What follows belongs to an exercise in optimizing a design on an open flow for small area, a short achievable clock period and few clock cycles per item; a production flow would make more cautious choices. Function was checked by simulation only, so behaviour that the tests miss may differ from the original.

<file path="run.sh">
#!/bin/bash
# synth_recipe.tcl (not shown) runs the flow's synth.tcl, then flattens the netlist and writes it again
# the make line also repeats each setting of config.mk as NAME=value (left out here)
make -C /OpenROAD-flow-scripts/flow DESIGN_CONFIG=/design/flow/config.mk WORK_HOME=/design/flow/orfs CLKGATE_MAP_FILE= SYNTH_SCRIPT=/design/flow/synth_recipe.tcl finish
</file>
<file path="config.mk">
export PLATFORM = sky130hd
export DESIGN_NAME = geofence
export DESIGN_NICKNAME = geofence
export VERILOG_FILES = /design/flow/design.v
export SDC_FILE = /design/flow/constraint.sdc
export NUM_CORES = 4
export LEC_CHECK = 0
export CAP_MARGIN = 20
export CORE_MARGIN = 2
export CORE_UTILIZATION = 35
export SLEW_MARGIN = 20
</file>
<file path="constraint.sdc">
create_clock -name core_clock -period 11.5 [get_ports {clk}]
set_input_delay 2.3000 -clock core_clock [delete_from_list [all_inputs] [get_ports {clk}]]
set_output_delay 2.3000 -clock core_clock [all_outputs]
set_load 0.01 [all_outputs]
</file>
<file path="design.v">
module geofence (clk, reset, X, Y, valid, is_inside);
input clk;
input reset;
input [9:0] X;
input [9:0] Y;
output valid;
output is_inside;
reg [3:0] k;
reg [9:0] px, py;        
reg qxs, qys;            
reg [9:0] qxm, qym;
reg axs, ays, bxs, bys;  
reg [9:0] axm, aym, bxm, bym;
reg rxs, rys, lxs, lys;  
reg [9:0] rxm, rym, lxm, lym;
reg crn, crp;            
reg sur;                 
reg line;                
reg [15:0] occ;          
wire ixs = X < px;
wire iys = Y < py;
always @(posedge clk) begin
    qxs <= ixs;
    qys <= iys;
    qxm <= ixs ? px - X : X - px;
    qym <= iys ? py - Y : Y - py;
end
always @(posedge clk) begin
    if (reset)
        k <= 4'd0;
    else if (valid)
        k <= 4'd0;
    else
        k <= k + 4'd1;
end
always @(posedge clk) begin
    if (k == 4'd0) begin
        px <= X;
        py <= Y;
    end
end
wire qxz = qxm == 10'd0;
wire qyz = qym == 10'd0;
wire ygt = qym > qxm;
wire yeq = qym == qxm;
reg [15:0] cls;
always @(*) begin
    cls = 16'd0;
    if (qyz) begin
        if (!qxz) cls[qxs ? 8 : 0] = 1'b1;
    end else if (qxz) begin
        cls[qys ? 12 : 4] = 1'b1;
    end else begin
        case ({qxs, qys})
        2'b00: cls[yeq ? 2 : (ygt ? 3 : 1)] = 1'b1;
        2'b10: cls[yeq ? 6 : (ygt ? 5 : 7)] = 1'b1;
        2'b11: cls[yeq ? 10 : (ygt ? 11 : 9)] = 1'b1;
        default: cls[yeq ? 14 : (ygt ? 13 : 15)] = 1'b1;
        endcase
    end
end
always @(posedge clk) begin
    if (k == 4'd2)
        occ <= cls;
    else if (k < 4'd8)
        occ <= occ | cls;
end
wire [15:0] allc = occ | cls;    
wire [31:0] allc2 = {allc, allc};
reg q_in, q_out;
integer c, m;
always @(*) begin
    q_in = 1'b1;
    for (c = 0; c < 16; c = c + 1)
        if (allc2[c] && allc2[c + 1 +: 7] == 7'd0)
            q_in = 1'b0;
    q_out = 1'b0;
    for (m = 0; m < 16; m = m + 2)
        if (allc2[m + 9 +: 7] == 7'd0)
            q_out = 1'b1;
end
wire wr = (k == 4'd3) || !k[0];
wire wxs = wr ? rxs : lxs;
wire wys = wr ? rys : lys;
wire [9:0] wxm = wr ? rxm : lxm;
wire [9:0] wym = wr ? rym : lym;
reg uxs, uys;
reg [9:0] uxm, uym;
always @(*) begin
    case (k)
    4'd3, 4'd4: begin uxs = qxs; uys = qys; uxm = qxm; uym = qym; end
    4'd5, 4'd8, 4'd9: begin uxs = axs; uys = ays; uxm = axm; uym = aym; end
    default: begin uxs = bxs; uys = bys; uxm = bxm; uym = bym; end
    endcase
end
always @(posedge clk) begin
    if (k == 4'd4 || k == 4'd6) begin
        axs <= qxs; ays <= qys; axm <= qxm; aym <= qym;
    end
    if (k == 4'd5 || k == 4'd7) begin
        bxs <= qxs; bys <= qys; bxm <= qxm; bym <= qym;
    end
end
reg [20:0] d;            
integer i;
always @(*) begin
    d = 21'd10;
    for (i = 0; i < 10; i = i + 1) begin
        d = d + ({21{uym[i]}} & ({11'd0, wxm} << i));
        d = d + ~({21{uxm[i]}} & ({11'd0, wym} << i));
    end
end
wire sa = wxs ^ uys;
wire sb = wys ^ uxs;
wire dz = d == 21'd0;
wire anz = wxm != 10'd0 && uym != 10'd0;
wire bnz = wym != 10'd0 && uxm != 10'd0;
wire cn = (sa == sb) ? (sa ? !d[20] && !dz : d[20]) : (sa && (anz || bnz));
wire cp = (sa == sb) ? (sa ? d[20] : !d[20] && !dz) : (!sa && (anz || bnz));
always @(posedge clk) begin
    crn <= cn;
    crp <= cp;
end
wire upd = (k == 4'd3) || (k[0] && k >= 4'd5 && k <= 4'd11);
wire rn = (k == 4'd3) ? cn : crn;
wire rp = (k == 4'd3) ? cp : crp;
wire opp = (wxm != 10'd0 && uxm != 10'd0 && wxs != uxs) ||
           (wym != 10'd0 && uym != 10'd0 && wys != uys);
always @(posedge clk) begin
    if (k == 4'd2) begin
        rxs <= qxs; rys <= qys; rxm <= qxm; rym <= qym;
        lxs <= qxs; lys <= qys; lxm <= qxm; lym <= qym;
        sur <= 1'b0;
        line <= 1'b0;
    end else if (upd && !sur) begin
        if (line) begin
            line <= 1'b0;
            if (rn) begin
                rxs <= lxs; rys <= lys; rxm <= lxm; rym <= lym;
                lxs <= rxs; lys <= rys; lxm <= rxm; lym <= rym;
            end
        end else if (rn && cp) begin
            sur <= 1'b1;
        end else if (!rn && cp) begin
            lxs <= uxs; lys <= uys; lxm <= uxm; lym <= uym;
        end else if (rn && !cp) begin
            rxs <= uxs; rys <= uys; rxm <= uxm; rym <= uym;
        end else if (!rn && !rp && !cn && !cp && opp) begin
            lxs <= uxs; lys <= uys; lxm <= uxm; lym <= uym;
            line <= 1'b1;
        end
    end
end
assign valid = ((k == 4'd7) && (q_in || q_out || sur)) ||
               (k > 4'd7 && (sur || k == 4'd12));
assign is_inside = sur || ((k == 4'd7) && q_in);
endmodule
</file>
==> results by group, run 1 <==
Floorplan
  – Initial Utilization: 35.6%
  – Die area: 0.0469 sq mm
  – Die W: 217 um
  – Io pins: 24
  – Core Region: 0.0444 sq mm
  – Die Ht: 217 um
  – FP Rows: 77

Hold path
  – Hold endpoint: bxm[6]
  – Worst Hold Launch: qxm[6]
  – Hold path cells: 0
  – Class of the worst hold path: reg2reg

Route
  – Final wirelength: 43.3 mm
  – Drt drc: 0
  – Via count: 12200
  – First-pass DRT Iterations: 6
  – Post-DR vias/cell: 5.39
  – Iter 0 DRT Violations: just under 1000
  – Routed len/inst: 19.1 um
  – Post-detailed-route count of antenna-violating nets: 0

Clock network
  – # clock sinks: ~150
  – Clock slew at reported path FFs: 70 ps
  – Cts repair resizes: 0
  – Latest clock arrival within the worst-skew pair: 430 ps
  – CTS tree: yes
  – H-tree levels: 4
  – Setup Fix Bufs, Post-CTS: 0
  – CTS Buffer Depth: 2
  – Clock root buffer: clkbuf_16
  – CTS Buf Count: 17
  – CTS Hold Bufs: 0

STA
  – Fmax: 0.0930 GHz
  – Final Hold Viols: 0
  – Least-Margin Pin Slew: 1080 ps
  – Fin crit period: 10750 ps
  – Setup ws final: 747 ps
  – Setup_tns: 0 ps
  – Fin crit share: between 90 and 100%
  – Relative slew slack: between 20% and 30%
  – RSZ-0062 raised after global routing: no
  – Clock Skew: between 10 and 15 ps
  – Hold_ws: ~550 ps
  – Final setup violation count: 0
  – Max Slew Vio Count: 0

Worst setup path
  – Most common cell on crit path: fa_1
  – Startpoint Class: flop
  – Critical Path Stages: 27
  – Critical path required time: 11590 ps
  – Worst path max stage delay: around 660 ps
  – Critical setup path kind: reg2reg
  – CP Buf/Inv Count: 4
  – Reg2Reg Setup Slack: 750 ps
  – R2R Path Start: k[0]
  – Crit path arrival time: 10850 ps
  – Worst-path fanout max: 29
  – Crit-path leading delay family: adder cells
  – Slowest stage cell, crit path: nand2_2
  – FF-to-FF path depth: 27
  – Setup crit end kind: flop
  – Worst R2R End: lym[4]

Logic synthesis
  – Cells after Synth: ~1600
  – Ranking of synthesized cells by area: edfxtp_1 (24%), fa_1 (21%), ha_1 (10%)
  – Post-Syn Area: between 0.015 and 0.02 sq mm
  – Syn_nets: 1952
  – Cell with the most instances after synthesis: inv_1
  – Area leader, netlist: edfxtp_1
  – Yosys Warn Count: 1
  – FFs w/ async S/R, synth: 0%
  – Most common flop cell mapped by yosys: edfxtp_1
  – Top-area cell type share of the netlist area: 23.5%
  – Register bit total from synthesis: 154
  – Count of cell types in the netlist: 81
  – Mean Syn Cell Area: 9.69 sq um
  – Sequential area share after synthesis: 27.3%
  – Synth cell count leaders: inv_1 (222), nand2_1 (170), fa_1 (169)
  – Number of synthesized flops with an enable pin: 124

Global route
  – Total gr overflow: 0
  – Tot GR Track Use: between 10% and 20%
  – Vias in the first global route: 12500
  – First-pass GRT wire length: around 69 mm
  – Largest net degree at the start of global routing: 73
  – Initial antenna violation count: 0

Flow run
  – Max-cap violations: 0

Placement
  – GP Congestion: between 0.9 and 1
  – Hpwl dp: 34.1 mm
  – Port bufs: 23
  – Pre-CTS WS: 782 ps

Outcome
  – Outcome: complete, no violations

Layout
  – Inserted Diodes: 0
  – Fin nets: between 1500 and 2000
  – Layout area overhead: 10.4%
  – Layout cell share with drive strength beyond 1: 6.57%
  – Util after Layout: 39.3%
  – Filler instances: 4411
-- cells in the final DEF (no fill, tap or decap), types with 19 or more instances in the layout --
cell type	instances
clkdlybuf4s50_1	23
dfxtp_1	30
ha_1	129
nor2b_1	62
clkbuf_16	20
edfxtp_1	124
buf_4	31
fa_1	169
mux2_2	22
nor3_1	29
a21oi_1	56
nand4_1	19
inv_1	222
mux2i_1	40
nand2_1	169
nor2_1	136
o21ai_0	95
-- worst max path at each step --
stage,startpoint,endpoint,slack [ps]
floorplan,k[0],rxm[0],1030
detailed placement,k[0],lxm[6],780
CTS,k[0],lym[4],790
global placement,k[0],lxm[8],490
finish,k[0],lym[4],750
global route,k[0],rym[9],270
-- worst reg2reg max path, stage by stage, from the launching register on --
cell,delay [ps]
dfxtp_1,480
ha_1,350
or3b_4,450
nand2_2,660
mux2i_1,680
nor2_1,140
fa_1,560
inv_1,50
fa_1,540
fa_1,470
fa_1,530
fa_1,520
fa_1,520
fa_1,440
ha_1,460
nor2b_1,120
a2111oi_0,650
nand4_1,200
or3_1,340
or4_1,400
a2111oi_1,450
buf_4,220
o21ai_0,140
a21oi_4,220
inv_2,50
a2111o_1,360
o211ai_2,70
buf_4,350
-- final cells by class --
| type | instances | area, sq um | area share, % |
|---|---|---|---|
| clock buffers | 22 | 508 | 2.91 |
| clock inverters | 10 | 103 | 0.587 |
| inverters | 223 | 837 | 4.79 |
| multi-input cells | 1210 | 10500 | 60.0 |
| flip-flops and latches | 154 | 4320 | 24.8 |
| well taps | 592 | 741 | 4.24 |
| repair buffers | 56 | 473 | 2.71 |
-- sequential cells by signal, summed over array words and instances (netlist names), 4 cells and up --
signal / count
qym: 10
lym: 10
bxm: 10
lxm: 10
aym: 10
axm: 10
bym: 10
qxm: 10
rxm: 10
rym: 10
k: 4
occ: 16
px: 10
py: 10
-- stage by stage --
step	std cells	cell area, sq um
floorplan	1632	15800
global placement	2232	16800
detailed placement	2235	16900
CTS	2267	17500
global route	2267	17500
finish	2267	17500
-- layer usage --
layer | vias up | wire length (um) | track usage, %
met2 | 357 | 20300 | 31.4
met5 | - | 0 | 0
met1 | 6107 | 19800 | 25.6
li1 | 5688 | - | -
met3 | 64 | 2140 | 1.67
met4 | 0 | 1050 | 5.87
-- logic make-up (layout without fill, tap and decap cells) --
kind of cell	count (synthesis)	count (layout)	share of synthesized area [%]
adder cells (fa/ha/maj)	298	298	31.6
multiplexers	64	64	4.26
AND/OR/NAND/NOR	514	514	15.6
AO/OA/AOI/OAI	305	305	13.0
XOR/XNOR	29	29	1.61
flip-flops	154	154	27.3
buffers and inverters	268	311	6.61
Testbench counts, summed over its fixed seeds: cycles 13,797, items 1,600.
==> run 2: changes to the inputs <==
--- a/config.mk
+++ b/config.mk
@@ -5,7 +5,9 @@
 export SDC_FILE = /design/flow/constraint.sdc
 export NUM_CORES = 4
 export LEC_CHECK = 0
+export ABC_CLOCK_PERIOD_IN_PS = 5000
 export CAP_MARGIN = 20
 export CORE_MARGIN = 2
 export CORE_UTILIZATION = 35
+export SETUP_SLACK_MARGIN = 5
 export SLEW_MARGIN = 20
==> results by group, run 2 <==
Global route
  – Total gr overflow: 0 (unchanged)
  – Vias in the first global route: 13300 (+6.5%)
  – Tot GR Track Use: 20.5% (+1.7 points)
  – Initial antenna violation count: 0 (unchanged)
  – Largest net degree at the start of global routing: 73 (unchanged)
  – First-pass GRT wire length: 75.0 mm (+8.6%)

Worst setup path
  – Worst path max stage delay: 590 ps (-70 ps)
  – Critical setup path kind: reg2reg
  – Startpoint Class: flop
  – R2R Path Start: k[0]
  – Most common cell on crit path: fa_1
  – Reg2Reg Setup Slack: 2480 ps (+1740 ps)
  – Worst R2R End: lym[0]
  – Setup crit end kind: flop
  – Crit path arrival time: 9100 ps (-1750 ps)
  – Slowest stage cell, crit path: fa_1
  – Critical path required time: 11580 ps (about the same)
  – Worst-path fanout max: 8 (-72%)
  – FF-to-FF path depth: 33 (+22%)

Logic synthesis
  – Cells after Synth: 1632 (unchanged)
  – Sequential area share after synthesis: 27.3% (unchanged)
  – Mean Syn Cell Area: 9.69 sq um (unchanged)
  – FFs w/ async S/R, synth: 0% (unchanged)
  – Register bit total from synthesis: 154 (unchanged)
  – Cell with the most instances after synthesis: inv_1
  – Synth cell count leaders: inv_1 (222), nand2_1 (170), fa_1 (169)
  – Area leader, netlist: edfxtp_1
  – Ranking of synthesized cells by area: edfxtp_1 (24%), fa_1 (21%), ha_1 (10%)
  – Top-area cell type share of the netlist area: 23.5% (unchanged)
  – Syn_nets: 1952 (unchanged)
  – Count of cell types in the netlist: 81 (unchanged)
  – Yosys Warn Count: 1 (unchanged)
  – Number of synthesized flops with an enable pin: 124 (unchanged)
  – Post-Syn Area: 0.0158 sq mm (unchanged)
  – Most common flop cell mapped by yosys: edfxtp_1

Layout
  – Layout cell share with drive strength beyond 1: 24.5% (+18 points)
  – Final cell count without fillers: 2434 (+7.4%)
  – Util after Layout: 45.7% (+6.4 points)
  – Most common cell after layout, fill and taps aside: inv_1
  – Inserted Diodes: 0 (unchanged)
  – Post-route cell area: 0.0203 sq mm (+16%)
  – Layout area overhead: 28.4%
  – Filler instances: 4132 (-6.3%)
  – Most frequent cells in the layout: inv_1 (213), nand2_1 (159), fa_1 (158)
  – Number of flip-flops in the largest register: 16 (unchanged)
  – Biggest register: occ
  – Fin nets: 2149 (+8.4%)

Placement
  – Area after DPL: 0.0170 sq mm (+1.0%)
  – Port bufs: 23 (unchanged)
  – Placed cells: 2231 (-0.18%)
  – GP Congestion: 0.923 (+2.3%)
  – Hpwl dp: 34.1 mm (about the same)

STA
  – Relative slew slack: 25.2% (-2.7 points)
  – Final Hold Viols: 0 (unchanged)
  – Max Slew Vio Count: 0 (unchanged)
  – Fin crit period: 9020 ps (-1740 ps)
  – Least-Margin Pin Slew: 1120 ps (+40.1 ps)
  – Fin crit share: 78.4% (-15 points)
  – Setup_tns: 0 ps (unchanged)
  – Final setup violation count: 0 (unchanged)
  – RSZ-0062 raised after global routing: yes
  – Clock Skew: 12.0 ps (+0.0944 ps)
  – Fmax: 0.111 GHz (+19%)

Floorplan
  – Die area: 0.0469 sq mm (unchanged)
  – FP Rows: 77 (unchanged)
  – Die W: 217 um (unchanged)
  – Initial Utilization: 35.6% (unchanged)
  – Io pins: 24 (unchanged)
  – Die Ht: 217 um (unchanged)
  – Core Region: 0.0444 sq mm (unchanged)

Route
  – First-pass DRT Iterations: 6 (unchanged)
  – Routed len/inst: 20.0 um (+5.0%)
  – Post-DR vias/cell: 5.49 (+1.9%)
  – Drt drc: 0 (unchanged)
  – Iter 0 DRT Violations: 1271 (+31%)
  – Final wirelength: 48.8 mm (+13%)
  – Via count: 13400 (+9.4%)
  – Post-detailed-route count of antenna-violating nets: 0 (unchanged)

Outcome
  – Outcome: complete, no violations

Clock network
  – CTS Buf Count: 17 (unchanged)
  – Clock slew at reported path FFs: 70 ps (about the same)
  – CTS tree: yes
  – CTS Buffer Depth: 2 (unchanged)
  – Clock root buffer: clkbuf_16
  – H-tree levels: 4 (unchanged)
  – Latest clock arrival within the worst-skew pair: 430 ps (about the same)
  – # clock sinks: 154 (unchanged)
  – CTS Hold Bufs: 0 (unchanged)

Hold path
  – Hold path cells: 0 (unchanged)
  – Worst Hold Launch: qxm[7]
  – Hold endpoint: axm[7]
  – Class of the worst hold path: reg2reg

Flow run
  – Max-cap violations: 0 (unchanged)
run 2: cell counts after synthesis:
No cell type changed its count.
run 2: critical path: cells and delay by family, from the launching register on:
| family | cells | cell delay (ps) |
|---|---|---|
| compound gates | 8 | 1740 |
| simple gates | 6 | 1570 |
| fa+ha+maj | 9 | 3600 |
| buf+inv | 10 | 1340 |
| flops | 1 | 380 |
run 2: worst max-delay path by stage:
stage / from / to
3_5_place_dp: k[0] / lxm[8]
3_3_place_gp: k[0] / lxm[9]
2_1_floorplan: k[0] / lxm[0]
5_1_grt: k[0] / lym[3]
4_1_cts: k[0] / lym[0]
6_report: k[0] / lym[0]
run 2: layout make-up:
cell class | count | area, sq um | area share, %
multi-input combinational | 1217 | 11700 | 57.8
clock buffer | 17 | 425 | 2.09
tap | 592 | 741 | 3.65
sequential | 154 | 4370 | 21.5
clock inverter | 15 | 139 | 0.684
inverter | 223 | 847 | 4.17
timing repair buffer | 216 | 2060 | 10.1
run 2: cell families after synthesis:
family	share of synthesized area (%)
flops	27.3
xor+xnor	1.61
compound gates	13.0
mux	4.26
buf+inv	6.61
simple gates	15.6
fa+ha+maj	31.6
run 2: what timing repair did:
item                                    CTS  global route
gates resized for setup                 175            83
buffers inserted                         94            62
cloned                                   12             3
endpoints found under the setup margin   50            50
pin swaps                                47            69
run 2: layer usage:
metal | track usage [%] | up-vias | part of all wire (%)
met1 | 26.8 | 6673 | 42
met3 | 2.30 | 90 | 6.2
li1 | - | 6051 | -
met5 | 0 | - | 0
met4 | 6.32 | 0 | 3.1
met2 | 35.5 | 551 | 49
run 2: stage by stage:
| step | setup WS, ps | hold slack (ps) |
|---|---|---|
| finish | 2480 | 515 |
| global route | 2270 | 517 |
| CTS | 2620 | 513 |
| detailed placement | 874 | 513 |
| global placement | 1040 | 496 |
| floorplan | 2820 | 458 |

==> afterwards: timing with drivers on the ports <==
How much do the figures lean on ideal ports? The routed layouts below were timed once more, with nothing changed but the port constraints.
Step 1 assumes that a clkbuf_16 drives the clock port and a buf_2 every other input.
Step 2 also shifts input and output timing later by t, the mid clock arrival at the registers, as if the neighbouring blocks saw the same clock.
Slacks: no drivers / after step 1 / after step 2; pairs: no drivers / after step 1.
| run | shift t [ns] | setup WS [ns] | worst setup path at the end | slew at the worst register clock pin (ns) |
|---|---|---|---|---|
| run 1 | 0.474 | 0.747 / 0.747 / 0.747 | register to register | 0.07 / 0.07 |
| run 2 | 0.480 | 2.482 / 2.482 / 2.482 | register to register | 0.07 / 0.07 |
After both steps setup and hold are still met in every run listed.
